Source: an optimization exercise on an open RTL-to-GDS flow (aim: small area and a short achievable clock period). Production flows keep margins and buffers that such runs may drop.
Only simulation tests tie the RTL to the original design; equivalence was not proved.
No activity file was given, so power comes from the tool's default toggle rates.

==> flow/design.v (excerpt) <==
module Layer_Decoder (
    input  logic         clk,
    input  logic         rst_n,
    input logic uLD_en_i,  
    input  logic [5:0]   layer_id_i,
    input  logic [1:0]   layer_type_i,      
    input  logic [7:0]   in_R_i, in_C_i,    
    input  logic [10:0]   in_D_i, out_K_i,   
    input  logic [1:0]   stride_i,          
    input  logic [1:0]   pad_T_i, pad_B_i, pad_L_i, pad_R_i,
    input  logic [31:0]  base_ifmap_i,
    input  logic [31:0]  base_weight_i,
    input  logic [31:0]  base_bias_i,
    input  logic [31:0]  base_ofmap_i,
    input  logic [3:0]   flags_i,          
    input  logic [7:0]   quant_scale_i,    
    output logic [5:0]   layer_id_o,
    output logic [1:0]   layer_type_o,
    output logic [7:0]   padded_R_o, padded_C_o,
    output logic [10:0]   in_D_o, out_K_o,
    output logic [1:0]   stride_o,
    output logic [1:0]   pad_T_o, pad_B_o, pad_L_o, pad_R_o,
    output logic [1:0]   kH_o, kW_o,  
    output logic [31:0]  base_ifmap_o,
    output logic [31:0]  base_weight_o,
    output logic [31:0]  base_bias_o,
    output logic [31:0]  base_ofmap_o,
    output logic [3:0]   flags_o,
    output logic [5:0]   quant_scale_o,
    output logic [31:0]  tile_n_o,
    output logic [7:0]   tile_D_o,
    output logic [7:0]   tile_K_o,
    output logic [7:0]   tile_D_f_o,
    output logic [7:0]   tile_K_f_o,
    output logic [7:0]   in_R_o,
    output logic [7:0]   in_C_o,
    output logic [7:0]   out_R_o,
    output logic [7:0]   out_C_o
);
Settings: LEC_CHECK=0, ABC_AREA=1, CAP_MARGIN=20, CORE_MARGIN=2, CORE_UTILIZATION=70, CTS_BUF_LIST=sky130_fd_sc_hd__clkbuf_16, CTS_CLUSTER_DIAMETER=80, CTS_CLUSTER_SIZE=24, PLACE_DENSITY=0.8, SLEW_MARGIN=20; clock period 200.0 ns.
standard.sh (not shown) runs the stock make flow with config.mk's settings and CLKGATE_MAP_FILE= SYNTH_SCRIPT=/design/flow/synth_recipe.tcl, a recipe that flattens the netlist after the stock synthesis.
==> flow/flow/run.sh <==
#!/bin/bash
# The standard layout (the standard.sh, ORFS synthesis to final), with one
# change: the buffer that global placement puts on every input and output port
# is sky130_fd_sc_hd__buf_1 instead of the cell buffer_ports picks by default.
# make's full output goes to standard.log here; ORFS keeps each step's log
# under orfs/logs.
set -euo pipefail
cd "$(dirname "$0")/.."
bash standard.sh "BUFFER_PORTS_ARGS=-buffer_cell sky130_fd_sc_hd__buf_1" finish > standard.log 2>&1
The starting point finished clean.
Change:
CTS_BUF_LIST = sky130_fd_sc_hd__clkbuf_8 sky130_fd_sc_hd__clkbuf_16   (was sky130_fd_sc_hd__clkbuf_16)
PLACE_DENSITY = unset   (was 0.8)
After rerunning: The changed run completed with no timing, DRC or antenna violations; worst setup slack is unchanged; clock power hardly moves; register-to-register slack stays flat; final cell count does not change; combinational power barely changes; core utilization does not change; maximum frequency does not change.


Starting RTL as in the previous note.
==> flow/config.mk <==
export PLATFORM = sky130hd
export DESIGN_NAME = Layer_Decoder
export DESIGN_NICKNAME = Layer_Decoder
export VERILOG_FILES = /design/flow/design.v
export SDC_FILE = /design/flow/constraint.sdc
export NUM_CORES = 4
export LEC_CHECK = 0
export ABC_AREA = 1
export CAP_MARGIN = 20
export CORE_MARGIN = 2
export CORE_UTILIZATION = 70
export SLEW_MARGIN = 20
==> flow/constraint.sdc <==
create_clock -name core_clock -period 200.0 [get_ports {clk}]
set_input_delay 40.0000 -clock core_clock [delete_from_list [all_inputs] [get_ports {clk}]]
set_output_delay 40.0000 -clock core_clock [all_outputs]
set_load 0.01 [all_outputs]
==> flow/flow/run.sh <==
#!/bin/bash
# The standard layout (the standard.sh, ORFS synthesis to final), with two
# changes to how the layout is made:
#  - the buffer that global placement puts on every input and output port is
#    sky130_fd_sc_hd__buf_1 instead of the cell buffer_ports picks by default;
set -euo pipefail
cd "$(dirname "$0")/.."
bash standard.sh "BUFFER_PORTS_ARGS=-buffer_cell sky130_fd_sc_hd__buf_1" \
    "SETUP_SLACK_MARGIN=152" finish > standard.log 2>&1
The baseline failed in 5_1_grt.
Rerun with:
==> flow/flow/run.sh (replaced) <==
#!/bin/bash
# The standard layout (the standard.sh, ORFS synthesis to final), with one
# change: the buffer that global placement puts on every input and output port
# is sky130_fd_sc_hd__buf_1 instead of the cell buffer_ports picks by default.
# make's full output goes to standard.log here; ORFS keeps each step's log
# under orfs/logs.
set -euo pipefail
cd "$(dirname "$0")/.."
bash standard.sh "BUFFER_PORTS_ARGS=-buffer_cell sky130_fd_sc_hd__buf_1" finish > standard.log 2>&1
--- a/flow/config.mk
+++ b/flow/config.mk
@@ -10,3 +10,6 @@
 export CORE_MARGIN = 2
 export CORE_UTILIZATION = 70
+export CTS_BUF_LIST = sky130_fd_sc_hd__clkbuf_8 sky130_fd_sc_hd__clkbuf_16
+export CTS_CLUSTER_DIAMETER = 100
+export CTS_CLUSTER_SIZE = 30
 export SLEW_MARGIN = 20
After rerunning: This time the run completed with no timing, DRC or antenna violations; synthesized area does not change; synthesized cell count is unchanged.

==> afterwards: timing with drivers on the ports <==
The results above use ideal ports. As a check the final layouts listed here were re-extracted and re-timed, cells and wires unchanged.
Step 1 sets driving cells, clkbuf_16 on the clock port and buf_2 on the other inputs (assumed; they add their load-dependent delay and slew).
Step 2 adds t to the input delays and takes it off the output delays; t is the mean of the earliest and latest rising clock arrival at the registers after step 1. Input paths then give back, and output paths get back, about the clock's delay inside the block.
a / b / c = ideal / step 1 / step 2; a / b = the first two.
| run | shift t [ns] | setup slack, ns | worst hold slack (ns) | worst setup path at the end | latest minus earliest clock arrival (ns) |
|---|---|---|---|---|---|
| the first run of note 1 | 0.533 | 149.765 / 149.716 / 149.467 | 0.477 / 0.477 / 0.477 | input to register | 0.026 / 0.026 |
| the second run of note 1 | 0.533 | 149.765 / 149.716 / 149.467 | 0.477 / 0.477 / 0.477 | input to register | 0.026 / 0.026 |
| the second run of note 2 | 0.528 | 149.837 / 149.786 / 149.501 | 0.480 / 0.480 / 0.480 | input to register | 0.020 / 0.021 |
After both steps setup and hold are still met in every run listed. For the second run of note 2, which loses most, drivers alone change the setup slack by -0.051 ns; drivers and shift together by -0.336 ns.
